Source: an optimization exercise on an open RTL-to-GDS flow (aim: small area, a short achievable clock period and few clock cycles). Production flows keep margins and buffers that such runs may drop. RTL that was checked went through simulation tests only; none was proved equivalent to the original. Function not checked in runs 5 and 7: the RTL went through the layout flow alone. No driver is modelled on the clock port, so clocking that relies on it looks cheaper here than on a real chip.

==> design/flow/design.v <==
`timescale 1ns/1ps
module RISC_V(clk, rst, mem_addr, mem_wdata, mem_we, mem_rdata);
    input clk, rst;
    input  [15:0] mem_rdata;
    output [15:0] mem_addr;
    output [15:0] mem_wdata;
    output        mem_we;
    reg  [15:1] fa;         
    reg  [15:0] ir;         
    reg  [7:0]  sa, sb;     
    reg         iv;         
    reg         mem;        
    reg  [15:0] ea;         
    reg  [2:0]  mrd;        
    reg         mst;        
    reg  [15:0] rf [0:7];
    integer k;
    wire [15:0] w      = mem_rdata;
    wire        w_jump = (w[14:12] == 3'b100);
    wire        w_pt   = (w[14:12] == 3'b011) & w[15];   
    wire [15:1] inc    = w_jump ? {{4{w[15]}}, w[11:1]} :
                         w_pt   ? {{12{w[15]}}, w[9], w[2:1]} : 15'd1;
    wire [15:1] fnext  = fa + inc;
    wire [2:0] op  = ir[14:12];
    wire [2:0] f3  = ir[2:0];
    wire       exv = iv & ~mem;
    wire is_r  = (op == 3'b000);
    wire is_l  = (op == 3'b001);
    wire is_s  = (op == 3'b010);
    wire is_b  = (op == 3'b011);
    wire is_i  = (op == 3'b101);
    reg [15:0] a, b;
    always @(*) begin
        a = 16'd0;
        b = 16'd0;
        for (k = 0; k < 8; k = k + 1) begin
            a = a | ({16{sa[k]}} & rf[k]);
            b = b | ({16{sb[k]}} & rf[k]);
        end
    end
    wire [15:0] immI = {{10{ir[15]}}, ir[8:6], ir[2:0]};
    wire [15:0] immS = {{10{ir[15]}}, ir[5:0]};
    wire        sub  = is_b | (is_r & ~f3[2] & (f3[1] | f3[0]));
    wire [15:0] op2  = (is_r | is_b) ? (sub ? ~b : b) : (is_s ? immS : immI);
    wire [15:0] sum  = a + op2 + {15'd0, sub};
    wire        lt   = (a[15] ^ b[15]) ? a[15] : sum[15];
    wire        eq   = (a == b);
    reg [15:0] res;
    always @(*) begin
        if (is_r & (f3 == 3'b111))      res = a & b;
        else if (is_r & (f3 == 3'b110)) res = a | b;
        else if (is_r & (f3 == 3'b010)) res = {15'd0, lt};
        else                            res = sum;
    end
    wire [4:0]  bimm  = {ir[15], ir[15], ir[9], ir[2:1]};         
    wire [4:0]  boff  = ir[15] ? (5'd1 - bimm) : (bimm - 5'd1);
    wire [15:1] alt   = fa + {{10{boff[4]}}, boff};
    wire taken    = ir[11] ? lt : (eq ^ ir[10]);
    wire redirect = exv & is_b & (taken ^ ir[15]);
    wire        ex_we = exv & (is_r | is_i);
    wire        wen   = mem ? ~mst : ex_we;
    wire [2:0]  wa    = mem ? mrd : ir[11:9];
    wire [15:0] wd    = mem ? mem_rdata : res;
    always @(posedge clk)
        if (wen) rf[wa] <= wd;
    always @(posedge clk or posedge rst) begin
        if (rst) begin
            fa  <= 15'd0;
            iv  <= 1'b0;
            mem <= 1'b0;
        end else begin
            mem <= exv & (is_l | is_s);
            if (~mem) begin
                fa <= ({15{redirect}} & alt) | ({15{~redirect}} & fnext);
                iv <= ~redirect;
            end
        end
    end
    wire keep_b = mem | (exv & is_s);
    always @(posedge clk) begin
        if (~mem)
            ir <= w;
        for (k = 0; k < 8; k = k + 1) begin
            sa[k] <= mem ? (ir[5:3] == k) : (w[5:3] == k);
            sb[k] <= keep_b ? (ir[8:6] == k) : (w[8:6] == k);
        end
        ea  <= sum;
        mrd <= ir[11:9];
        mst <= is_s;
    end
    assign mem_addr  = mem ? ea : {fa, 1'b0};
    assign mem_wdata = b;
    assign mem_we    = mem & mst;
endmodule
==> design/flow/flow/run.sh <==
#!/bin/bash
# The standard layout (standard.sh, unchanged synthesis) with two
# changes: plain buffers on the ports (buffer_ports otherwise picks delay
# cells), and an area recovery pass after each timing repair (after CTS and
# after global route) that downsizes cells while the setup slack stays at
# or above SETUP_SLACK_MARGIN. Full tool output goes to standard.log.
set -e
export FLOW_FLOW_DIR=$PWD/flow
export BUFFER_PORTS_ARGS="-buffer_cell sky130_fd_sc_hd__buf_1"
export POST_CTS_TCL=$FLOW_FLOW_DIR/post_cts.tcl
export PRE_GLOBAL_ROUTE_TCL=$FLOW_FLOW_DIR/pre_grt.tcl
bash standard.sh > standard.log 2>&1
==> design/flow/flow/area_recover.tcl <==
# Greedy area recovery: try each sized-up cell at smaller drive strengths of
# the same cell (same footprint) and keep the smallest one that leaves the
# worst setup slack at or above the margin. Clock cells are left alone.
proc area_recover { margin } {
  set dont_use {}
  if { [info exists ::env(DONT_USE_CELLS)] } { set dont_use $::env(DONT_USE_CELLS) }
  set wns0 [sta::worst_slack_cmd max]
  set slew0 [sta::max_slew_violation_count]
  set cap0 [sta::max_capacitance_violation_count]
  set limit [expr { min($margin * 1e-9, $wns0) }]
  puts "area_recover: worst slack $wns0, keeping it at or above $limit"
  set n 0
  set insts {}
  foreach inst [get_cells *] {
    set cell [get_property $inst ref_name]
    if { ![regexp {^(sky130_fd_sc_hd__[a-z0-9]+)_([0-9]+)$} $cell -> base drive] } { continue }
    if { [regexp {clk|dly|tap|fill|decap|diode} $base] } { continue }
    if { $drive == 0 } { continue }
    lappend insts [list $inst $base $drive $cell]
  }
  foreach rec $insts {
    lassign $rec inst base drive cell
    set cands {}
    foreach lc [get_lib_cells ${base}_*] {
      set name [get_name $lc]
      if { ![regexp "^${base}_(\[0-9\]+)\$" $name -> d] } { continue }
      if { $d >= $drive } { continue }
      set skip 0
      foreach p $dont_use { if { [string match $p $name] } { set skip 1 } }
      if { $skip } { continue }
      lappend cands [list $d $name]
    }
    set cands [lsort -integer -index 0 $cands]
    foreach c $cands {
      set name [lindex $c 1]
      replace_cell $inst $name
      if { [sta::worst_slack_cmd max] >= $limit
           && [sta::max_slew_violation_count] <= $slew0
           && [sta::max_capacitance_violation_count] <= $cap0 } {
        incr n
        break
      }
      replace_cell $inst $cell
    }
  }
  puts "area_recover: resized $n cells, worst slack [sta::worst_slack_cmd max]"
}
==> design/flow/flow/post_cts.tcl <==
# After CTS and its timing repair: give back the drive strength that repair
# added where the setup slack stays at or above the repair margin, then
# legalize the placement again.
source $::env(FLOW_FLOW_DIR)/area_recover.tcl
area_recover $::env(SETUP_SLACK_MARGIN)
detailed_placement
check_placement -verbose
==> design/flow/flow/pre_grt.tcl <==
# The global route step calls recover_power_helper between an incremental
# global route's start and end, after its own timing repair; do the same
# area recovery there, on global-route parasitics.
proc recover_power_helper { } {
  source $::env(FLOW_FLOW_DIR)/area_recover.tcl
  estimate_parasitics -global_routing
  area_recover $::env(SETUP_SLACK_MARGIN)
  detailed_placement
}
==> design/flow/standard.sh <==
#!/bin/bash
# synth_recipe.tcl (not shown) runs the flow's synth.tcl, then flattens the netlist and writes it again
# the make line also repeats each setting of config.mk as NAME=value (left out here)
make -C /OpenROAD-flow-scripts/flow DESIGN_CONFIG=/design/flow/config.mk WORK_HOME=/design/flow/orfs CLKGATE_MAP_FILE= SYNTH_SCRIPT=/design/flow/synth_recipe.tcl "${@:-finish}"
==> design/flow/config.mk <==
export PLATFORM = sky130hd
export DESIGN_NAME = RISC_V
export DESIGN_NICKNAME = RISC_V
export VERILOG_FILES = /design/flow/design.v
export SDC_FILE = /design/flow/constraint.sdc
export NUM_CORES = 4
export LEC_CHECK = 0
export ABC_AREA = 1
export CAP_MARGIN = 20
export CORE_MARGIN = 2
export CORE_UTILIZATION = 40
export SETUP_SLACK_MARGIN = 4
export SLEW_MARGIN = 20
==> design/flow/constraint.sdc <==
create_clock -name core_clock -period 8.0 [get_ports {clk}]
set_input_delay 1.6000 -clock core_clock [delete_from_list [all_inputs] [get_ports {clk}]]
set_output_delay 1.6000 -clock core_clock [all_outputs]
set_load 0.01 [all_outputs]
==> flow_metrics.py, run 1 <==
metrics = {
    "logic_synthesis": {
        "ys_types": 46,
        "synthCells": 1423,
        "avgSynthCellArea_um2": 8.37,
        "synth-seq-area-share": 0.460,
        "ys_ff_latch": 197,
        "syn_area_um2": 11900,
        "syn_nets": 1521,
        "ys.warnings.count": 1,
    },
    "grt": {
        "antenna_found_initial": 0,
        "grt_pass1_wl_um": 57100,
        "grt_pass1_vias": 9779,
        "grt_util_all_layers": 0.243,
        "grt_max_degree": 53,
        "grt_overflow": 0,
    },
    "floorplanning": {
        "core_um2": 29500,
        "num_io_pins": 51,
        "num_rows": 63,
        "die-area_um2": 31200,
        "initial_core_util": 0.404,
        "die_x_um": 177,
        "die_y_um": 177,
    },
    "setup_path": {
        "reg2regPathDepth": 14,
        "critPathCaptureType": "primary output",
        "critPathLaunch": "mem$_DFF_PP0_",
        "cp_data_required_time_ps": 6400,
        "cp.arrival_ps": 2900,
        "crit_path_start_kind": "flop",
        "rrSetupSlack_ps": 3710,
        "worstPathMaxFanout": 35,
        "timing.rr.end": "rf[4][15]$_DFFE_PP_",
        "crit_path_end": "mem_addr[10]",
        "r2r_start": "sa[0]$_DFF_P_",
        "critical_path_class": "reg2out",
    },
    "clocking": {
        "insertion_delay_ps": 450,
        "cts_tree": "built",
        "cts.sinks": 197,
        "path_clk_slew_ps": 80,
    },
    "sta": {
        "hold_viol_final": 0,
        "drv_slew": 36,
        "fin_tns_setup_ps": 0,
        "period_needed_ps": 4500,
        "relSlewSlack": -0.137,
        "fmax_mhz": 222,
        "rsz0062_at_grt": "yes",
        "finClkSkew_ps": 26.5,
        "period_share": 0.562,
        "setup_viol": 0,
        "tightest_slew_ps": 1710,
        "hold_ws_ps": 470,
    },
    "layout": {
        "area_delta_synth_final_pct": 12.0,
        "drive_above_1_share": 0.0669,
        "fin_nets": 1579,
        "antenna-diode-count": 0,
        "fillers": 2961,
        "layout_common_cells": "404 x nand2_1, 232 x inv_1, 144 x edfxtp_1",
        "final_common_cell": "nand2_1",
        "fin_area_um2": 13300,
    },
    "worst_hold_path": {
        "worstHoldPathCells": 0,
        "hold_class": "reg2reg",
        "min-delay-start": "ir[10]$_DFFE_PN_",
    },
    "route": {
        "routed_wl_um": 38400,
        "drt-vias-per-instance": 5.54,
        "postRouteAntennaNets": 0,
        "routedWlPerCell_um": 20.4,
        "drt_iter0_drc": 1085,
        "vias": 10400,
        "first_pass_iters": 9,
        "remaining_drc_errors": 0,
    },
    "placed_design": {
        "place_area_um2": 12400,
        "port-buffer-count": 50,
        "dp_hpwl_um": 26600,
        "place.gp.congestion": 0.932,
    },
    "run_status": {
        "check-failures": "max-capacitance violations, max-slew violations",
        "outcome": "finished with violations",
    },
    "job": {
        "maxCapViolCount": 1,
    },
}
-- how the worst min path moves through the flow --
stage                     endpoint
detailed placement  mrd[1]$_DFF_P_
floorplan           mrd[0]$_DFF_P_
finish              mrd[1]$_DFF_P_
global placement    mrd[1]$_DFF_P_
global route        mrd[1]$_DFF_P_
-- sequential cells by signal (all words and copies together) (netlist names) --
signal  count
sb          8
rf        128
iv          1
mrd         3
sa          8
mem         1
fa         15
ir         16
mst         1
ea         16
-- critical path, stage by stage (launching register included) --
cell and delay [ps]:
dfrtp_1 360, clkbuf_2 260, buf_1 1260, nand2_1 190, nand2_1 190, buf_1 170
-- kinds of logic after synthesis --
kind of cell               share of synthesized area
and+or+nand+nor                                0.215
buffers and inverters                         0.0911
AOI/OAI and AO/OA                              0.115
DFF                                            0.460
adders and majority gates                     0.0866
xor gates and xnor gates                      0.0331
-- cell type report --
class | count | area (um2) | area share
multi-input cells | 948 | 5580 | 0.419
flip-flops and latches | 197 | 5480 | 0.411
inverters | 231 | 875 | 0.0656
well taps | 390 | 488 | 0.0366
clock buffers | 17 | 425 | 0.0319
repair buffers | 86 | 349 | 0.0262
clock inverters | 15 | 133 | 0.00995
-- layer usage --
layer / GRT usage / vias up / part of all wire
li1: - / 4848 / -
met1: 0.313 / 4959 / 0.41
met2: 0.404 / 515 / 0.47
met3: 0.0385 / 112 / 0.077
met4: 0.110 / 0 / 0.046
met5: 0 / - / 0
-- stage by stage --
stage          std cells   util  setup slack (ps)
2_1_floorplan       1423      -              4010
3_3_place_gp        1825  0.422              2950
3_5_place_dp        1825  0.422              2990
5_1_grt             1884  0.452              3270
6_report            1884  0.452              3500
-- cells in the mapped netlist (all sizes together) --
cell type,instances,area share
edfxtp,144,0.36
nor2,56,0.018
o221ai,1,0.00074
o21ai,86,0.037
nor4,35,0.018
buf,11,0.0059
a32oi,1,0.00074
inv,231,0.073
a21boi,6,0.0038
dfrtp,17,0.036
nor3,8,0.0034
clkbuf,38,0.012
o21a,1,0.00063
xnor2,16,0.012
a31oi,4,0.0021
a21o,5,0.0032
o22ai,10,0.0053
nand2,406,0.13
fa,4,0.0067
or2,8,0.0042
nand3,69,0.031
xor2,29,0.021
a221o,1,0.00084
o211ai,23,0.015
dfxtp,36,0.061
a22o,18,0.013
o2111ai,12,0.0088
ha,76,0.080
a21oi,43,0.018
o32ai,3,0.0022
o41ai,1,0.00074
o21bai,4,0.0025
nand4,19,0.010
nor3b,1,0.00063
Testbench counts, summed over its fixed seeds: cycles 40,390.
==> run 2, diff against run 1 <==
==> design/flow/flow/run.sh (replaced) <==
#!/bin/bash
# The standard layout (standard.sh, unchanged synthesis) with two
# changes: plain buffers on the ports (buffer_ports otherwise picks delay
# cells), and an area recovery pass after the post-CTS timing repair that
# downsizes cells while the setup slack stays at or above
# SETUP_SLACK_MARGIN; the global-route repair then runs as usual. Full tool
# output goes to standard.log.
set -e
export FLOW_FLOW_DIR=$PWD/flow
export BUFFER_PORTS_ARGS="-buffer_cell sky130_fd_sc_hd__buf_1"
export POST_CTS_TCL=$FLOW_FLOW_DIR/post_cts.tcl
bash standard.sh > standard.log 2>&1
removed: design/flow/flow/pre_grt.tcl
==> run 2 against run 1 <==
Against the previous run: now clean on timing, DRC and antenna; synthesized cell count unchanged; critical path type is now reg2reg; routed wire length down 0.12%.
==> flow_metrics.py, run 2 <==
metrics = {
    "logic_synthesis": {
        "synthArstFlopShare": 0.0863,
        "synth_top_cell_area_share": 0.363,
        "synth_top_family_by_area": "simple AND/OR/NAND/NOR gates",
        "yosys.area_share.xor_xnor": 0.0331,
        "ys_ff_latch": 197,
        "ys.flop_type": "edfxtp_1",
        "syn_area_um2": 11900,
        "synthAdderAreaFrac": 0.0866,
        "synth_edf_count": 144,
        "synth_area_leaders": "edfxtp_1 36%, nand2_1 13%, ha_1 8.0%, inv_1 7.2%, dfxtp_1 6.1%",
        "synthMuxAreaShare": 0,
        "synthCells": 1423,
        "ys_top_cells_by_count": "403 x nand2_1, 228 x inv_1, 144 x edfxtp_1",
        "yosys.area_share.simple": 0.215,
        "yosys.cell_count.top_type": "nand2_1",
        "syn_nets": 1521,
        "yosysTopAreaCell": "edfxtp_1",
        "ys_types": 46,
        "ys.warnings.count": 1,
        "avgSynthCellArea_um2": 8.37,
        "synth-seq-area-share": 0.460,
        "synth-compound-area-share": 0.115,
    },
    "grt": {
        "grt_pass1_vias": 9779,
        "antenna_found_initial": 0,
        "grt_util_all_layers": 0.243,
        "grt_max_degree": 53,
        "grt_pass1_wl_um": 57100,
        "grt_overflow": 0,
    },
    "sta": {
        "finClkSkew_ps": 28.0,
        "fmax_mhz": 255,
        "tightest_slew_ps": 1030,
        "setup_viol": 0,
        "drv_slew": 0,
        "hold_viol_final": 0,
        "fin_tns_setup_ps": 0,
        "relSlewSlack": 0.308,
        "period_needed_ps": 3920,
        "rsz0062_at_grt": "yes",
        "period_share": 0.489,
        "timing.final.ws_setup_ps": 4080,
    },
    "job": {
        "maxCapViolCount": 0,
    },
    "setup_path": {
        "rrSetupSlack_ps": 4080,
        "crit_path_start_kind": "flop",
        "cp_data_required_time_ps": 8330,
        "timing.rr.end": "fa[11]$_DFFE_PP0N_",
        "reg2regPathDepth": 15,
        "critical_path_class": "reg2reg",
        "worstPathMaxFanout": 9,
        "cp.arrival_ps": 4250,
        "critPathCaptureType": "flop",
        "r2r_start": "sa[6]$_DFF_P_",
    },
    "clocking": {
        "path_clk_slew_ps": 80,
        "cts.sinks": 197,
        "insertion_delay_ps": 450,
        "cts_tree": "built",
    },
    "placed_design": {
        "port-buffer-count": 50,
        "dp_hpwl_um": 26600,
        "place_area_um2": 12400,
        "dpl_worst_slack_ps": 2990,
        "place.gp.congestion": 0.932,
    },
    "floorplanning": {
        "core_um2": 29500,
        "num_io_pins": 51,
        "num_rows": 63,
        "die_x_um": 177,
        "initial_core_util": 0.404,
        "die_y_um": 177,
        "die-area_um2": 31200,
    },
    "run_status": {
        "outcome": "finished clean",
    },
    "worst_hold_path": {
        "min-delay-start": "ir[10]$_DFFE_PN_",
        "hold_class": "reg2reg",
        "hold_path_end": "mrd[1]$_DFF_P_",
        "worstHoldPathCells": 0,
    },
    "route": {
        "routed_wl_um": 38300,
        "remaining_drc_errors": 0,
        "routedWlPerCell_um": 20.3,
        "postRouteAntennaNets": 0,
        "vias": 10300,
        "drt_iter0_drc": 1175,
        "first_pass_iters": 6,
        "drt-vias-per-instance": 5.49,
    },
    "layout": {
        "largest_register": "rf",
        "layout_common_cells": "401 x nand2_1, 224 x inv_1, 144 x edfxtp_1",
        "fin_util": 0.465,
        "area_delta_synth_final_pct": 15.3,
        "fin_area_um2": 13700,
        "largest_register_ffs": 128,
        "antenna-diode-count": 0,
        "drive_above_1_share": 0.106,
        "top_regs": "rf x128, ea x16, ir x16",
        "fin_nets": 1579,
        "final_common_cell": "nand2_1",
    },
}
-- run 2: cell count changes in the layout (fill, tap and decap cells not counted), moves of 5 or more --
cell     previous run  this run
buf_4               0        16
inv_2               3        10
dfxtp_4             1         7
o21ai_0            77        68
buf_1              67        51
o21ai_1             2         7
nor4_1             16         9
inv_1             232       224
nor4_4              6        13
-- run 2: final cells by class --
cell class,count,area (um2)
clock inverters,15,133
clock buffers,17,425
inverters,231,877
fillers,2897,15800
repair buffers,86,440
flip-flops and latches,197,5500
multi-input cells,948,5860
well taps,390,488
-- run 2: per-layer routing --
| metal | share of wire | vias up | global-route usage |
|---|---|---|---|
| met5 | 0 | - | 0 |
| met4 | 0.046 | 0 | 0.110 |
| met3 | 0.068 | 115 | 0.0385 |
| met2 | 0.47 | 460 | 0.404 |
| met1 | 0.41 | 4909 | 0.313 |
| li1 | - | 4854 | - |
-- run 2: metrics by stage --
stage	cells	hold slack, ps
detailed placement	1825	452
global placement	1825	461
finish	1884	470
global route	1884	476
floorplan	1423	365
-- run 2: worst max path at each step --
stage | slack, ps | start | cells after the start | to
final | 4080 | sa[6]$_DFF_P_ | 15 | fa[11]$_DFFE_PP0N_
after global routing | 3950 | sb[1]$_DFF_P_ | 23 | rf[3][11]$_DFFE_PP_
after detailed placement | 2990 | sb[6]$_DFF_P_ | 20 | rf[0][14]$_DFFE_PP_
after global placement | 2950 | sb[6]$_DFF_P_ | 20 | rf[3][14]$_DFFE_PP_
after floorplan | 4010 | mem_rdata[15] | 19 | fa[15]$_DFFE_PP0N_
-- run 2: kinds of logic (layout without fill, tap and decap cells) --
| kind of cell | after synthesis | count (layout) |
|---|---|---|
| AOI/OAI and AO/OA | 219 | 219 |
| xor gates and xnor gates | 45 | 45 |
| adders and majority gates | 80 | 80 |
| buffers and inverters | 280 | 349 |
| DFF | 197 | 197 |
| and+or+nand+nor | 602 | 604 |
-- run 2: critical path, cell delays in order, from the launching register on --
cell	delay [ps]
dfxtp_2	430
clkinvlp_4	140
buf_2	240
o21ai_0	140
nor4_2	490
inv_1	150
ha_1	300
nor4_1	460
nand4_1	230
xnor2_1	280
or2_0	210
nand3_1	200
nand2_2	240
nand3_1	100
nand3_1	140
nand2_1	50
==> run 3, diff against run 2 <==
--- a/design/flow/config.mk
+++ b/design/flow/config.mk
@@ -10,4 +10,4 @@
 export CORE_MARGIN = 2
 export CORE_UTILIZATION = 40
-export SETUP_SLACK_MARGIN = 4
+export SETUP_SLACK_MARGIN = 4.4
 export SLEW_MARGIN = 20
==> run 3 against run 2 <==
Against the previous run: sequential share of layout area is 2.6 points lower; core utilization is 3.2 points higher; area after synthesis stayed put; final area is 6.9% higher; synthesized cell count stayed put; clock skew is 2.1 ps higher; first-iteration DRC count is 0.17% higher; die area stayed put; cell count is 2.5% higher.
==> flow_metrics.py, run 3 <==
metrics = {
    "route": {
        "vias": 10600,
        "first_pass_iters": 5,
        "routed_wl_um": 39500,
        "postRouteAntennaNets": 0,
        "routedWlPerCell_um": 20.5,
        "drt-vias-per-instance": 5.48,
        "drt_iter0_drc": 1177,
        "remaining_drc_errors": 0,
    },
    "setup_path": {
        "worstPathMaxFanout": 12,
        "critical_path_class": "reg2reg",
        "critPathLaunch": "sa[0]$_DFF_P_",
        "cp.arrival_ps": 3800,
        "critPathCaptureType": "flop",
        "max_stage_delay_ps": 450,
        "crit_path_start_kind": "flop",
        "crit_chain": "inv_1 > o22ai_1 > a221o_1 > nor4_4 > inv_1 > ha_2 > a21oi_1 > nand2_2 > a21oi_4 > buf_6 > inv_2 > nand3_2 > o2111ai_2 > xor2_1 > nand2_1 > o211ai_1 > o211ai_1 > o21ai_4",
        "path_buf_inv": 4,
        "crit_path_end": "rf[6][14]$_DFFE_PP_",
        "reg2regPathDepth": 18,
        "worst_path_max_delay_cell": "dfxtp_2",
        "cp_data_required_time_ps": 8150,
        "timing.rr.end": "rf[6][14]$_DFFE_PP_",
        "cp.depth": 18,
        "r2r_start": "sa[0]$_DFF_P_",
        "rrSetupSlack_ps": 4350,
        "critPathTopFamily": "compound AO/OA/AOI/OAI gates",
    },
    "grt": {
        "grt_util_all_layers": 0.241,
        "grt_overflow": 0,
        "grt_pass1_vias": 9967,
        "grt_pass1_wl_um": 56500,
        "antenna_found_initial": 0,
        "grt_max_degree": 58,
    },
    "logic_synthesis": {
        "avgSynthCellArea_um2": 8.37,
        "ys.flop_type": "edfxtp_1",
        "ys_ff_latch": 197,
        "synth_area_leaders": "edfxtp_1 36%, nand2_1 13%, ha_1 8.0%, inv_1 7.2%, dfxtp_1 6.1%",
        "synthCells": 1423,
        "yosysTopAreaCell": "edfxtp_1",
        "synth_top_cell_area_share": 0.363,
        "ys.warnings.count": 1,
        "synth-seq-area-share": 0.460,
        "syn_nets": 1521,
        "syn_area_um2": 11900,
        "yosys.cell_count.top_type": "nand2_1",
        "synthArstFlopShare": 0.0863,
        "ys_types": 46,
        "ys_top_cells_by_count": "403 x nand2_1, 228 x inv_1, 144 x edfxtp_1",
        "synth_edf_count": 144,
    },
    "sta": {
        "period_share": 0.456,
        "timing.final.ws_setup_ps": 4350,
        "period_needed_ps": 3650,
        "fin_tns_setup_ps": 0,
        "rsz0062_at_grt": "yes",
        "hold_viol_final": 0,
        "fmax_mhz": 274,
        "tightest_slew_ps": 1100,
        "drv_slew": 0,
        "finClkSkew_ps": 30.0,
        "setup_viol": 0,
        "hold_ws_ps": 444,
        "relSlewSlack": 0.269,
    },
    "run_status": {
        "outcome": "finished clean",
    },
    "clocking": {
        "cts.sinks": 197,
        "cts_tree": "built",
        "insertion_delay_ps": 450,
        "path_clk_slew_ps": 60,
    },
    "layout": {
        "antenna-diode-count": 0,
        "drive_above_1_share": 0.190,
        "final_cells": 1931,
        "layout_common_cells": "383 x nand2_1, 211 x inv_1, 144 x edfxtp_1",
        "area_delta_synth_final_pct": 23.3,
        "largest_register_ffs": 128,
        "top_regs": "rf x128, ea x16, ir x16",
        "final_common_cell": "nand2_1",
        "fin_nets": 1626,
        "fin_area_um2": 14700,
        "largest_register": "rf",
    },
    "placed_design": {
        "port-buffer-count": 50,
        "place.gp.congestion": 0.900,
        "place_area_um2": 12500,
        "dpl_worst_slack_ps": 3420,
        "dp_hpwl_um": 26100,
        "place_inst": 1822,
    },
    "floorplanning": {
        "num_rows": 63,
        "die_x_um": 177,
        "initial_core_util": 0.404,
        "die_y_um": 177,
        "die-area_um2": 31200,
        "num_io_pins": 51,
        "core_um2": 29500,
    },
    "worst_hold_path": {
        "hold_class": "reg2reg",
        "min-delay-start": "ir[10]$_DFFE_PN_",
    },
    "job": {
        "maxCapViolCount": 0,
    },
}
-- run 3: how the worst min path moves through the flow --
stage	end	depth (start not counted)
floorplan	mrd[0]$_DFF_P_	0
global placement	mrd[1]$_DFF_P_	0
detailed placement	mrd[1]$_DFF_P_	0
global route	mrd[1]$_DFF_P_	0
finish	mrd[1]$_DFF_P_	0
-- run 3: layer usage --
layer  share of wire  global-route usage
met1            0.41               0.308
met2            0.48               0.397
met3           0.063              0.0306
met4           0.047               0.130
met5               0                   0
-- run 3: cell families (layout without fill, tap and decap cells) --
family | after synthesis | after routing | share of synthesized area
XOR/XNOR | 45 | 45 | 0.0331
AND/OR/NAND/NOR | 602 | 605 | 0.215
flip-flops | 197 | 197 | 0.460
AO/OA/AOI/OAI | 219 | 219 | 0.115
buffers and inverters | 280 | 395 | 0.0911
adder cells (fa/ha/maj) | 80 | 80 | 0.0866
-- run 3: stage by stage --
step	utilization
floorplan	-
global placement	0.424
detailed placement	0.424
global route	0.498
finish	0.498
-- run 3: final cells by class --
type / count / area, um2
Clock buffer: 17 / 425
Timing Repair Buffer: 132 / 806
Multi-Input combinational cell: 949 / 6430
Tap cell: 390 / 488
Inverter: 231 / 896
Clock inverter: 15 / 126
Fill cell: 2765 / 14800
Sequential cell: 197 / 5510
==> run 4, diff against run 3 <==
--- a/design/flow/config.mk
+++ b/design/flow/config.mk
@@ -6,8 +6,7 @@
 export NUM_CORES = 4
 export LEC_CHECK = 0
-export ABC_AREA = 1
 export CAP_MARGIN = 20
 export CORE_MARGIN = 2
 export CORE_UTILIZATION = 40
-export SETUP_SLACK_MARGIN = 4.4
+export SETUP_SLACK_MARGIN = 4.2
 export SLEW_MARGIN = 20
==> run 4 against run 3 <==
Against the previous run: final area down 4.3%; setup slack worse by 600 ps; synthesized cell count down 25%; critical endpoint is now rf[4][9]$_DFFE_PP_.
==> flow_metrics.py, run 4 <==
metrics = {
    "run_status": {
        "outcome": "finished clean",
    },
    "setup_path": {
        "worstPathMaxFanout": 8,
        "cp_data_required_time_ps": 8120,
        "critPathCaptureType": "flop",
        "crit_path_start_kind": "flop",
        "critical_path_class": "reg2reg",
        "cp.arrival_ps": 4370,
    },
    "route": {
        "top_layer": "met4",
        "routedWlPerCell_um": 23.5,
        "drt-vias-per-instance": 6.08,
        "routed_wl_um": 37900,
        "met1_length_um": 15600,
        "remaining_drc_errors": 0,
        "drt_iter0_drc": 1229,
        "postRouteAntennaNets": 0,
        "dr_wl_met2_um": 17500,
        "met3_length_um": 3320,
        "first_pass_iters": 6,
        "vias": 9801,
    },
    "grt": {
        "grt_max_degree": 47,
        "grt_pass1_wl_um": 55400,
        "grt_pass1_vias": 9344,
        "grt_overflow": 0,
        "antenna_found_initial": 0,
        "grt_util_all_layers": 0.241,
    },
    "logic_synthesis": {
        "yosys.area_share.xor_xnor": 0.0459,
        "ys.flop_type": "edfxtp_1",
        "avgSynthCellArea_um2": 10.6,
        "synthArstFlopShare": 0.0863,
        "ys_top_cells_by_count": "144 x edfxtp_1, 128 x a22oi_1, 76 x ha_1",
        "synth-seq-area-share": 0.479,
        "ys_ff_latch": 197,
        "synth_top_family_by_area": "compound AO/OA/AOI/OAI gates",
        "ys.warnings.count": 1,
        "synth_top_cell_area_share": 0.379,
        "synthCells": 1073,
        "yosys.area_share.simple": 0.106,
        "yosysTopAreaCell": "edfxtp_1",
        "synth-compound-area-share": 0.210,
        "yosys.cell_count.top_type": "edfxtp_1",
        "synthMuxAreaShare": 0.0227,
        "ys_types": 72,
        "synth_area_leaders": "edfxtp_1 38%, a22oi_1 8.4%, ha_1 8.3%, dfxtp_1 6.3%, dfrtp_1 3.7%",
        "synth_edf_count": 144,
        "synthAdderAreaFrac": 0.0903,
        "syn_area_um2": 11400,
        "syn_nets": 1171,
    },
    "floorplanning": {
        "die_x_um": 173,
        "initial_core_util": 0.409,
        "core_um2": 27900,
        "num_rows": 61,
        "die-area_um2": 29900,
        "die_y_um": 173,
        "num_io_pins": 51,
    },
    "placed_design": {
        "port-buffer-count": 50,
        "place_area_um2": 12000,
        "dp_hpwl_um": 23400,
        "place.gp.congestion": 0.840,
    },
    "sta": {
        "hold_viol_final": 0,
        "rsz0062_at_grt": "yes",
        "tightest_slew_ps": 756,
        "fin_tns_setup_ps": 0,
        "period_share": 0.531,
        "period_needed_ps": 4250,
        "fmax_mhz": 235,
        "setup_viol": 0,
        "drv_slew": 0,
        "relSlewSlack": 0.496,
        "finClkSkew_ps": 13.5,
    },
    "layout": {
        "top_regs": "rf x128, ea x16, ir x16",
        "layout_common_cells": "144 x edfxtp_1, 123 x a22oi_1, 72 x buf_1",
        "area_delta_synth_final_pct": 23.0,
        "drive_above_1_share": 0.207,
        "largest_register_ffs": 128,
        "fin_nets": 1319,
        "largest_register": "rf",
        "antenna-diode-count": 0,
        "final_common_cell": "edfxtp_1",
        "fin_area_um2": 14000,
    },
    "clocking": {
        "cts_tree": "built",
        "path_clk_slew_ps": 80,
        "insertion_delay_ps": 440,
        "cts.sinks": 197,
    },
    "worst_hold_path": {
        "hold_class": "reg2reg",
    },
    "job": {
        "maxCapViolCount": 0,
    },
}
[run 4: cell types whose count changed after synthesis, sizes merged, moves of 18 or more]
| cell | before | now |
|---|---|---|
| nand3 | 69 | 17 |
| clkbuf | 38 | 61 |
| a22o | 18 | 0 |
| o21ai | 86 | 53 |
| a22oi | 0 | 128 |
| inv | 231 | 68 |
| nand2 | 406 | 42 |
| nor4 | 35 | 9 |
[run 4: worst paths after layout]
kind	cells after the start	startpoint	end	slack, ps
setup reg to reg	19	sb[4]$_DFF_P_	rf[4][9]$_DFFE_PP_	3750
hold reg to reg	0	ir[10]$_DFFE_PN_	mrd[1]$_DFF_P_	450
hold / removal	0	ir[10]$_DFFE_PN_	mrd[1]$_DFF_P_	450
max in group asynchronous	2	rst	mem$_DFF_PP0_	6280
min in group asynchronous	2	rst	fa[2]$_DFFE_PP0N_	1220
setup / recovery	19	sb[4]$_DFF_P_	rf[4][9]$_DFFE_PP_	3750
[run 4: final cells by class]
class / instances / area [um2]
well taps: 378 / 473
inverters: 70 / 268
repair buffers: 191 / 1250
clock buffers: 17 / 425
clock inverters: 14 / 178
multi-input cells: 744 / 5940
flip-flops and latches: 197 / 5510
fillers: 2545 / 13900
[run 4: kinds of logic after synthesis]
kind of cell,after synthesis
mux,24
flops,197
compound gates,342
simple gates,235
buf+inv,136
xor+xnor,59
fa+ha+maj,80
[run 4: stage by stage]
stage          setup WS (ps)  utilization  hold WS, ps  instances
2_1_floorplan           3800            -          394       1073
3_3_place_gp            3040        0.431          438       1451
3_5_place_dp            2930        0.431          416       1451
5_1_grt                 3590        0.503          461       1611
6_report                3750        0.503          448       1611
[run 4: metal layers]
| layer | vias to the layer above | track usage |
|---|---|---|
| met2 | 540 | 0.396 |
| met4 | 0 | 0.0791 |
| met3 | 113 | 0.0484 |
| met1 | 4746 | 0.320 |
| met5 | - | 0 |
| li1 | 4402 | - |
[run 4: worst max-delay path, stage by stage (launching register included)]
cell and delay (ps):
dfxtp_2 330, buf_12 140, buf_4 150, a22oi_1 190
nand4_1 290, xnor2_1 210, nor2_1 140, a21oi_2 70
ha_4 170, or3_1 340, o211ai_1 300, a21oi_2 130
buf_4 150, buf_1 80, a21oi_1 170, xnor2_1 130
nand2_1 70, o21ai_0 70, a2111oi_0 580, a21oi_2 220
==> run 5, diff against run 4 <==
--- a/design/flow/design.v
+++ b/design/flow/design.v
@@ -45,5 +45,5 @@
     wire [15:0] sum  = a + op2 + {15'd0, sub};
     wire        lt   = (a[15] ^ b[15]) ? a[15] : sum[15];
-    wire        eq   = (a == b);
+    wire        eq   = (sum == 16'd0);                    
     reg [15:0] res;
     always @(*) begin
--- a/design/flow/config.mk
+++ b/design/flow/config.mk
@@ -6,4 +6,5 @@
 export NUM_CORES = 4
 export LEC_CHECK = 0
+export ABC_AREA = 1
 export CAP_MARGIN = 20
 export CORE_MARGIN = 2
==> run 5 against run 4 <==
Against the previous run: still clean on timing, DRC and antenna; maximum frequency increased by 5.2%; core utilization is 2.5 points lower; synthesized cell count grew 29%; worst hold slack got worse by 16 ps; highest routed layer unchanged.
==> flow_metrics.py, run 5 <==
metrics = {
    "layout": {
        "seq_area_um2": 5500,
        "largest_register": "rf",
        "multi_input_area_um2": 5820,
        "largest_register_ffs": 128,
        "top_regs": "rf x128, ea x16, ir x16",
        "fillers": 2820,
        "fin_nets": 1540,
        "antenna-diode-count": 0,
        "drive_above_1_share": 0.145,
        "area_delta_synth_final_pct": 18.0,
        "final_common_cell": "nand2_1",
        "layout_common_cells": "392 x nand2_1, 181 x inv_1, 144 x edfxtp_1",
    },
    "logic_synthesis": {
        "synthArstFlopShare": 0.0863,
        "ys_types": 51,
        "ys.flop_type": "edfxtp_1",
        "avgSynthCellArea_um2": 8.33,
        "syn_nets": 1457,
        "synth_top_cell_area_share": 0.374,
        "synth_edf_count": 144,
        "synth_area_leaders": "edfxtp_1 37%, nand2_1 13%, dfxtp_1 6.2%, inv_1 5.7%, ha_1 5.0%",
        "ys_ff_latch": 197,
        "syn_area_um2": 11600,
        "yosysTopAreaCell": "edfxtp_1",
        "ys.warnings.count": 1,
        "yosys.cell_count.top_type": "nand2_1",
        "synthCells": 1389,
        "ys_top_cells_by_count": "407 x nand2_1, 176 x inv_1, 144 x edfxtp_1",
        "synth-seq-area-share": 0.473,
    },
    "sta": {
        "fmax_mhz": 248,
        "drv_slew": 0,
        "hold_ws_ps": 433,
        "fin_tns_setup_ps": 0,
        "finClkSkew_ps": 26.6,
        "period_share": 0.505,
        "hold_viol_final": 0,
        "tightest_slew_ps": 1030,
        "period_needed_ps": 4040,
        "setup_viol": 0,
        "rsz0062_at_grt": "yes",
        "relSlewSlack": 0.313,
    },
    "route": {
        "routedWlPerCell_um": 20.6,
        "first_pass_iters": 7,
        "postRouteAntennaNets": 0,
        "drt_iter0_drc": 1038,
        "routed_wl_um": 38600,
        "vias": 10500,
        "remaining_drc_errors": 0,
        "drt-vias-per-instance": 5.64,
    },
    "clocking": {
        "path_clk_slew_ps": 80,
        "cts_tree": "built",
        "cts.sinks": 197,
        "insertion_delay_ps": 450,
    },
    "floorplanning": {
        "core_um2": 28500,
        "die_x_um": 174,
        "die-area_um2": 30300,
        "initial_core_util": 0.405,
        "num_io_pins": 51,
        "die_y_um": 174,
        "num_rows": 62,
    },
    "worst_hold_path": {
        "worstHoldPathCells": 0,
        "min-delay-start": "ir[9]$_DFFE_PN_",
        "hold_class": "reg2reg",
        "hold_path_end": "mrd[0]$_DFF_P_",
    },
    "grt": {
        "grt_util_all_layers": 0.251,
        "antenna_found_initial": 0,
        "grt_pass1_wl_um": 57700,
        "grt_pass1_vias": 9822,
        "grt_overflow": 0,
        "grt_max_degree": 52,
    },
    "setup_path": {
        "reg2regPathDepth": 23,
        "critPathCaptureType": "flop",
        "worstPathMaxFanout": 13,
        "cp_data_required_time_ps": 8340,
        "r2r_start": "sa[6]$_DFF_P_",
        "crit_path_start_kind": "flop",
        "rrSetupSlack_ps": 3960,
        "cp.arrival_ps": 4370,
        "critical_path_class": "reg2reg",
        "timing.rr.end": "fa[15]$_DFFE_PP0N_",
    },
    "placed_design": {
        "dp_hpwl_um": 25900,
        "place.gp.congestion": 0.896,
        "port-buffer-count": 50,
    },
    "job": {
        "maxCapViolCount": 0,
    },
    "run_status": {
        "outcome": "finished clean",
    },
}
## run 5: worst max-delay path, cell delays in order, from the launching register on
cell and delay (ps):
dfxtp_1 290, buf_2 260, inv_1 260, o21ai_0 140, a221oi_1 260, nand2_1 230
ha_1 470, nand2_1 190, nor2_4 160, nand3_1 160, nand4_1 160, nand2_1 110
nor2_2 140, nand3_1 80, nor2_1 110, nand4_1 110, nand2_2 120, nand3_4 110
nand2_4 140, nand2_8 80, nand3_4 190, nand2_1 70, nand3_1 70, nand2_1 50
## run 5: layout make-up
| class | count | area share |
|---|---|---|
| multi-input combinational | 964 | 0.426 |
| clock inverter | 15 | 0.00734 |
| clock buffer | 17 | 0.0312 |
| timing repair buffer | 107 | 0.0439 |
| sequential | 197 | 0.403 |
| tap | 384 | 0.0352 |
| inverter | 185 | 0.0525 |
## run 5: kinds of logic after synthesis
logic type / after synthesis / synth area share
fa+ha+maj: 50 / 0.0567
compound gates: 240 / 0.128
flops: 197 / 0.473
buf+inv: 233 / 0.0788
simple gates: 635 / 0.238
xor+xnor: 34 / 0.0258
## run 5: worst max path at each step
stage	end	cells past startpoint	start
finish	fa[15]$_DFFE_PP0N_	23	sa[6]$_DFF_P_
global route	fa[1]$_DFFE_PP0N_	29	rf[1][3]$_DFFE_PP_
detailed placement	fa[14]$_DFFE_PP0N_	25	sb[0]$_DFF_P_
global placement	fa[14]$_DFFE_PP0N_	25	sb[0]$_DFF_P_
floorplan	fa[15]$_DFFE_PP0N_	19	mem_rdata[13]
## run 5: routing by layer
layer | global-route usage | vias to the layer above | wire [um]
met2 | 0.417 | 462 | 18400
met1 | 0.322 | 5101 | 15900
li1 | - | 4870 | -
met5 | 0 | - | 0
met3 | 0.0319 | 102 | 2470
met4 | 0.126 | 0 | 1790
## run 5: per-stage QoR
step	util	instances	area (um2)	setup WS, ps
floorplan	-	1389	11700	4070
global placement	0.428	1784	12200	3110
detailed placement	0.428	1784	12200	3070
global route	0.478	1869	13600	3600
finish	0.478	1869	13600	3960
==> run 6, diff against run 5 <==
--- a/design/flow/design.v
+++ b/design/flow/design.v
@@ -45,5 +45,5 @@
     wire [15:0] sum  = a + op2 + {15'd0, sub};
     wire        lt   = (a[15] ^ b[15]) ? a[15] : sum[15];
-    wire        eq   = (sum == 16'd0);                    
+    wire        eq   = (a == b);
     reg [15:0] res;
     always @(*) begin
==> run 6 against run 5 <==
Against the previous run: still clean; cell count increased by 1.9%; routed wire length is 2.2% lower; sequential share of layout area is 1.2 points lower; non-clock buffer count shrank 2; first-iteration DRC count rose by 5.8%; via count is 1.7% lower; clock skew decreased by 9.1 ps; area after synthesis up 2.9%; critical path type unchanged.
==> flow_metrics.py, run 6 <==
metrics = {
    "floorplanning": {
        "core_um2": 29500,
        "num_io_pins": 51,
        "initial_core_util": 0.404,
        "die-area_um2": 31200,
        "die_x_um": 177,
        "num_rows": 63,
        "die_y_um": 177,
    },
    "placed_design": {
        "dp_hpwl_um": 25800,
        "port-buffer-count": 50,
        "place.gp.congestion": 0.892,
        "place_inst": 1821,
    },
    "grt": {
        "top_usage_layer": "met2",
        "grt_pass1_vias": 9563,
        "antenna_found_initial": 0,
        "globalRouteMet3Util": 0.0325,
        "grt_use_met1": 0.297,
        "grt_util_all_layers": 0.235,
        "grt_max_degree": 53,
        "grt_overflow": 0,
        "use_met2": 0.391,
        "grt_pass1_wl_um": 54800,
    },
    "sta": {
        "fmax_mhz": 269,
        "period_share": 0.465,
        "hold_viol_final": 0,
        "tightest_slew_ps": 1110,
        "setup_viol": 0,
        "fin_tns_setup_ps": 0,
        "drv_slew": 0,
        "finClkSkew_ps": 17.4,
        "relSlewSlack": 0.254,
        "rsz0062_at_grt": "yes",
        "period_needed_ps": 3720,
    },
    "setup_path": {
        "crit_chain": "nor2_2 > nand2_2 > o21ai_4 > xor2_1 > nand2_1 > o21ai_2 > fa_2 > inv_1 > fa_2 > nand3_1 > nand2_2 > a21oi_4 > inv_1 > nand3_1 > o2111ai_1 > xor2_1 > nand2_1 > o211ai_1 > o211ai_1 > o21ai_2",
        "reg2regPathDepth": 20,
        "cp_data_required_time_ps": 8180,
        "critPathCaptureType": "flop",
        "worst_path_max_delay_cell": "edfxtp_1",
        "path_buf_inv": 2,
        "critPathTopFamily": "compound AO/OA/AOI/OAI gates",
        "r2r_start": "ir[14]$_DFFE_PN_",
        "critical_path_class": "reg2reg",
        "cp.depth": 20,
        "worstPathMaxFanout": 8,
        "rrSetupSlack_ps": 4280,
        "crit_path_start_kind": "flop",
        "max_stage_delay_ps": 440,
        "cp.arrival_ps": 3900,
        "timing.rr.end": "rf[5][14]$_DFFE_PP_",
    },
    "layout": {
        "antenna-diode-count": 0,
        "final_cells": 1905,
        "fillers": 2801,
        "largest_register": "rf",
        "area_delta_synth_final_pct": 18.2,
        "fin_nets": 1601,
        "largest_register_ffs": 128,
        "final_common_cell": "nand2_1",
        "layout_common_cells": "397 x nand2_1, 216 x inv_1, 144 x edfxtp_1",
        "top_regs": "rf x128, ea x16, ir x16",
        "drive_above_1_share": 0.139,
    },
    "route": {
        "remaining_drc_errors": 0,
        "postRouteAntennaNets": 0,
        "vias": 10400,
        "first_pass_iters": 6,
        "drt-vias-per-instance": 5.44,
        "routed_wl_um": 37800,
        "routedWlPerCell_um": 19.8,
        "drt_iter0_drc": 1098,
    },
    "job": {
        "maxCapViolCount": 0,
    },
    "clocking": {
        "cts_tree": "built",
        "insertion_delay_ps": 450,
        "path_clk_slew_ps": 70,
        "cts.sinks": 197,
    },
    "logic_synthesis": {
        "ys_top_cells_by_count": "403 x nand2_1, 228 x inv_1, 144 x edfxtp_1",
        "ys_ff_latch": 197,
        "synth_area_leaders": "edfxtp_1 36%, nand2_1 13%, ha_1 8.0%, inv_1 7.2%, dfxtp_1 6.1%",
        "syn_nets": 1521,
        "synth-seq-area-share": 0.460,
        "avgSynthCellArea_um2": 8.37,
        "ys.warnings.count": 1,
        "synthCells": 1423,
        "ys.flop_type": "edfxtp_1",
        "yosysTopAreaCell": "edfxtp_1",
        "synth_top_cell_area_share": 0.363,
        "syn_area_um2": 11900,
        "yosys.cell_count.top_type": "nand2_1",
        "synthArstFlopShare": 0.0863,
        "ys_types": 46,
        "synth_edf_count": 144,
    },
    "run_status": {
        "outcome": "finished clean",
    },
    "worst_hold_path": {
        "hold_class": "reg2reg",
        "hold_path_end": "mrd[0]$_DFF_P_",
        "worstHoldPathCells": 0,
        "min-delay-start": "ir[9]$_DFFE_PN_",
    },
}
==> run 6: cell types whose count changed after synthesis, sizes merged, moves of 8 or more <==
cell    before  now
a221oi      27    0
inv        184  231
a31oi       15    4
o211ai       3   23
nand2      424  406
ha          46   76
a21oi       67   43
a22o        10   18
nor2        76   56
nand4       36   19
nor4        11   35
==> run 6: worst max path at each step <==
stage	from	end
final	ir[14]$_DFFE_PN_	rf[5][14]$_DFFE_PP_
after detailed placement	sb[6]$_DFF_P_	rf[7][12]$_DFFE_PP_
after floorplan	mem_rdata[15]	fa[15]$_DFFE_PP0N_
after global routing	rf[0][6]$_DFFE_PP_	rf[2][13]$_DFFE_PP_
after global placement	sa[1]$_DFF_P_	rf[2][12]$_DFFE_PP_
==> run 6: cells by family after synthesis <==
group	count (synthesis)	synth area share
xor+xnor	45	0.0331
buf+inv	280	0.0911
compound gates	219	0.115
flops	197	0.460
fa+ha+maj	80	0.0866
simple gates	602	0.215
==> run 6: final cells by class <==
cell class                 count  area [um2]  share of cell area
tap                          390         488              0.0347
timing repair inverter         2        15.0             0.00107
timing repair buffer         105         666              0.0473
clock inverter                13         105             0.00747
sequential                   197        5510               0.391
inverter                     231         895              0.0636
multi-input combinational    949        5970               0.424
clock buffer                  18         429              0.0305
==> run 6: metal layers <==
| layer | vias to the layer above | part of all wire |
|---|---|---|
| met3 | 116 | 0.068 |
| met2 | 460 | 0.48 |
| met4 | 0 | 0.048 |
| met1 | 4874 | 0.40 |
| met5 | - | 0 |
| li1 | 4906 | - |
==> run 6: through the flow <==
step,worst slack (ps),utilization,cell area (um2),hold WS (ps)
6_report,4280,0.477,14100,427
5_1_grt,4070,0.477,14100,448
3_5_place_dp,3240,0.423,12500,410
3_3_place_gp,3290,0.423,12500,405
2_1_floorplan,4180,-,11900,365
==> run 6: worst reg2reg max path, cell delays in order (launching register included) <==
cell       delay [ps]
edfxtp_1          440
nor2_2            200
nand2_2           160
o21ai_4           230
xor2_1            160
nand2_1            80
o21ai_2            80
fa_2              220
inv_1              70
fa_2              400
nand3_1            90
nand2_2            90
a21oi_4           200
inv_1              60
nand3_1            70
o2111ai_1         120
xor2_1            240
nand2_1            80
o211ai_1          100
o211ai_1          120
o21ai_2           260
Testbench counts of run 6, summed over its fixed seeds: cycles 40,390.
==> run 7, diff against run 6 <==
--- a/design/flow/design.v
+++ b/design/flow/design.v
@@ -19,7 +19,12 @@
     wire        w_jump = (w[14:12] == 3'b100);
     wire        w_pt   = (w[14:12] == 3'b011) & w[15];   
-    wire [15:1] inc    = w_jump ? {{4{w[15]}}, w[11:1]} :
-                         w_pt   ? {{12{w[15]}}, w[9], w[2:1]} : 15'd1;
-    wire [15:1] fnext  = fa + inc;
+    wire [15:5] hp1    = fa[15:5] + 11'd1;
+    wire [15:5] hm1    = fa[15:5] - 11'd1;
+    wire [4:0]  lp1    = {1'b0, fa[4:1]} + 5'd1;
+    wire [15:1] fp1    = {lp1[4] ? hp1 : fa[15:5], lp1[3:0]};
+    wire [15:1] tj     = fa + {{4{w[15]}}, w[11:1]};
+    wire [4:0]  blo    = {1'b0, fa[4:1]} + {2'b01, w[9], w[2:1]};
+    wire [15:1] tb     = {blo[4] ? fa[15:5] : hm1, blo[3:0]};
+    wire [15:1] fnext  = w_jump ? tj : w_pt ? tb : fp1;
     wire [2:0] op  = ir[14:12];
     wire [2:0] f3  = ir[2:0];
@@ -42,6 +47,7 @@
     wire [15:0] immS = {{10{ir[15]}}, ir[5:0]};
     wire        sub  = is_b | (is_r & ~f3[2] & (f3[1] | f3[0]));
-    wire [15:0] op2  = (is_r | is_b) ? (sub ? ~b : b) : (is_s ? immS : immI);
-    wire [15:0] sum  = a + op2 + {15'd0, sub};
+    wire [15:0] op2  = (is_r | is_b) ? b : (is_s ? immS : immI);
+    wire [15:0] sx   = {16{sub}};
+    wire [15:0] sum  = sx ^ ((a ^ sx) + op2);
     wire        lt   = (a[15] ^ b[15]) ? a[15] : sum[15];
     wire        eq   = (a == b);
@@ -55,5 +61,6 @@
     wire [4:0]  bimm  = {ir[15], ir[15], ir[9], ir[2:1]};         
     wire [4:0]  boff  = ir[15] ? (5'd1 - bimm) : (bimm - 5'd1);
-    wire [15:1] alt   = fa + {{10{boff[4]}}, boff};
+    wire [5:0]  alo   = {2'b00, fa[4:1]} + {boff[4], boff};
+    wire [15:1] alt   = {alo[5] ? hm1 : alo[4] ? hp1 : fa[15:5], alo[3:0]};
     wire taken    = ir[11] ? lt : (eq ^ ir[10]);
     wire redirect = exv & is_b & (taken ^ ir[15]);
==> run 7 against run 6 <==
Against the previous run: synthesized cell count up 5.6%; non-clock buffer count grew 13; register-to-register slack worse by 120 ps; highest routed layer unchanged.
==> flow_metrics.py, run 7 <==
metrics = {
    "grt": {
        "grt_pass1_wl_um": 61700,
        "grt_overflow": 0,
        "grt_max_degree": 67,
        "grt_util_all_layers": 0.248,
        "grt_pass1_vias": 10400,
        "antenna_found_initial": 0,
    },
    "logic_synthesis": {
        "avgSynthCellArea_um2": 8.24,
        "synthArstFlopShare": 0.0863,
        "ys_types": 51,
        "ys_ff_latch": 197,
        "synth-seq-area-share": 0.442,
        "ys.warnings.count": 1,
        "synthCells": 1503,
        "synth_top_cell_area_share": 0.349,
        "yosys.cell_count.top_type": "nand2_1",
        "yosysTopAreaCell": "edfxtp_1",
        "ys.flop_type": "edfxtp_1",
        "syn_area_um2": 12400,
        "syn_nets": 1595,
        "synth_area_leaders": "edfxtp_1 35%, nand2_1 13%, ha_1 7.2%, inv_1 6.7%, dfxtp_1 5.8%",
        "synth_edf_count": 144,
        "ys_top_cells_by_count": "418 x nand2_1, 221 x inv_1, 144 x edfxtp_1",
    },
    "layout": {
        "fin_area_um2": 14600,
        "drive_above_1_share": 0.133,
        "area_delta_synth_final_pct": 17.7,
        "fillers": 2836,
        "antenna-diode-count": 0,
        "fin_util": 0.477,
        "top_regs": "rf x128, ea x16, ir x16",
        "final_cells": 2003,
        "final_common_cell": "nand2_1",
        "largest_register_ffs": 128,
        "largest_register": "rf",
        "fin_nets": 1686,
        "layout_common_cells": "410 x nand2_1, 212 x inv_1, 144 x edfxtp_1",
    },
    "route": {
        "drt_iter0_drc": 1051,
        "remaining_drc_errors": 0,
        "routed_wl_um": 41400,
        "vias": 11100,
        "drt-vias-per-instance": 5.55,
        "postRouteAntennaNets": 0,
        "routedWlPerCell_um": 20.7,
        "first_pass_iters": 6,
    },
    "sta": {
        "period_needed_ps": 3830,
        "fmax_mhz": 261,
        "rsz0062_at_grt": "yes",
        "period_share": 0.479,
        "fin_tns_setup_ps": 0,
        "hold_viol_final": 0,
        "timing.final.ws_setup_ps": 4170,
        "drv_slew": 0,
        "tightest_slew_ps": 1040,
        "relSlewSlack": 0.307,
        "setup_viol": 0,
        "hold_ws_ps": 446,
        "finClkSkew_ps": 15.7,
    },
    "setup_path": {
        "worstPathMaxFanout": 9,
        "r2r_start": "ir[12]$_DFFE_PN_",
        "path_buf_inv": 4,
        "cp.depth": 25,
        "crit_path_start_kind": "flop",
        "reg2regPathDepth": 25,
        "max_stage_delay_ps": 450,
        "cp_data_required_time_ps": 8390,
        "critPathTopFamily": "simple AND/OR/NAND/NOR gates",
        "cp.arrival_ps": 4220,
        "rrSetupSlack_ps": 4170,
        "critPathLaunch": "ir[12]$_DFFE_PN_",
        "worst_path_max_delay_cell": "edfxtp_1",
        "critical_path_class": "reg2reg",
        "critPathCaptureType": "flop",
    },
    "clocking": {
        "cts.sinks": 197,
        "insertion_delay_ps": 450,
        "path_clk_slew_ps": 80,
        "cts_tree": "built",
    },
    "floorplanning": {
        "die_y_um": 180,
        "num_io_pins": 51,
        "die_x_um": 180,
        "num_rows": 64,
        "core_um2": 30500,
        "die-area_um2": 32400,
        "initial_core_util": 0.406,
    },
    "run_status": {
        "outcome": "finished clean",
    },
    "worst_hold_path": {
        "hold_class": "reg2reg",
    },
    "placed_design": {
        "place_area_um2": 13000,
        "place_inst": 1915,
        "port-buffer-count": 50,
        "dp_hpwl_um": 29000,
        "place.gp.congestion": 0.946,
        "dpl_worst_slack_ps": 3000,
    },
    "job": {
        "maxCapViolCount": 0,
    },
}
run 7: cell types whose count changed in the layout (fill, tap and decap cells not counted), moves of 6 or more:
cell | before | now
o21ai_0 | 63 | 98
xor2_1 | 29 | 52
o22ai_1 | 10 | 29
nand3_1 | 59 | 41
o211ai_1 | 23 | 6
nand2_1 | 397 | 410
nand4_1 | 19 | 31
o311ai_0 | 0 | 12
nor2_1 | 49 | 59
nor3_1 | 5 | 13
nand2_2 | 8 | 15
buf_1 | 47 | 53
run 7: kinds of logic after synthesis:
kind of cell / synth area share
adder cells (fa/ha/maj): 0.0766
flip-flops: 0.442
XOR/XNOR: 0.0488
AND/OR/NAND/NOR: 0.220
AO/OA/AOI/OAI: 0.126
buffers and inverters: 0.0868
run 7: cell type report:
class / count / area [um2] / area share
inverters: 228 / 892 / 0.0612
repair buffers: 118 / 726 / 0.0498
multi-input cells: 1032 / 6300 / 0.433
clock inverters: 15 / 209 / 0.0143
clock buffers: 17 / 425 / 0.0292
well taps: 396 / 495 / 0.0340
flip-flops and latches: 197 / 5520 / 0.379
run 7: worst min-delay path by stage:
stage / to / cells past startpoint / start / slack (ps)
5_1_grt: mrd[0]$_DFF_P_ / 0 / ir[9]$_DFFE_PN_ / 460
6_report: mrd[0]$_DFF_P_ / 0 / ir[9]$_DFFE_PN_ / 450
2_1_floorplan: mrd[0]$_DFF_P_ / 0 / ir[9]$_DFFE_PN_ / 360
3_3_place_gp: mrd[0]$_DFF_P_ / 0 / ir[9]$_DFFE_PN_ / 390
3_5_place_dp: mrd[0]$_DFF_P_ / 0 / ir[9]$_DFFE_PN_ / 420
run 7: worst register-to-register path: stages (launching register included):
cell and delay [ps]:
edfxtp_1 450, nor2_2 170, nand2_2 100, inv_2 90
o211ai_1 100, nand2_2 160, clkinv_8 90, buf_12 150
xor2_1 160, ha_1 400, nand2_1 110, nand2_1 70
nand2_1 60, nand2_1 80, a21oi_2 150, nand2_2 80
nand3_1 100, nand2_2 90, nand2_2 70, nand3_2 80
nand3_4 150, nand3_4 200, buf_6 210, a21oi_4 220
nand3_1 150, nand2_1 90
run 7: routing by layer:
layer / global-route usage / vias up / routed length, um
met5: 0 / - / 0
met4: 0.107 / 0 / 1720
met3: 0.0543 / 110 / 3900
met2: 0.396 / 570 / 19100
met1: 0.326 / 5202 / 16700
li1: - / 5225 / -

## separate check: timing with driven ports
No port has a modelled driver above. Below, the same layouts with a new extraction and two added sets of constraints.
Step 1 sets driving cells, clkbuf_16 on the clock port and buf_2 on the other inputs (assumed; they add their load-dependent delay and slew).
Step 2 moves the port delays by t, midway between the first and last clock arrival at a register: inputs arrive t later, outputs are due t later. That takes back most of the time a late clock gives input paths.
Slacks: ideal ports / drivers / drivers and shift; pairs: ideal ports / drivers.
run	t (ns)	setup WS [ns]	worst setup path at the end	latest minus earliest clock arrival (ns)	worst data-port slew with drivers (ns)
run 1	0.483	3.504 / 3.453 / 3.313	input to register	0.027 / 0.026	0.07
run 2	0.483	4.085 / 4.085 / 3.735	input to register	0.028 / 0.028	0.07
run 3	0.490	4.355 / 4.355 / 3.957	input to register	0.030 / 0.030	0.05
run 4	0.477	3.750 / 3.750 / 3.491	input to register	0.013 / 0.013	0.06
run 5	0.489	3.962 / 3.962 / 3.560	input to register	0.027 / 0.027	0.03
run 6	0.488	4.283 / 4.283 / 3.807	input to register	0.017 / 0.017	0.06
run 7	0.495	4.166 / 4.166 / 3.816	input to register	0.016 / 0.016	0.04
For run 6, which loses most, drivers alone change the setup slack by 0.000 ns; drivers and shift together by -0.476 ns.
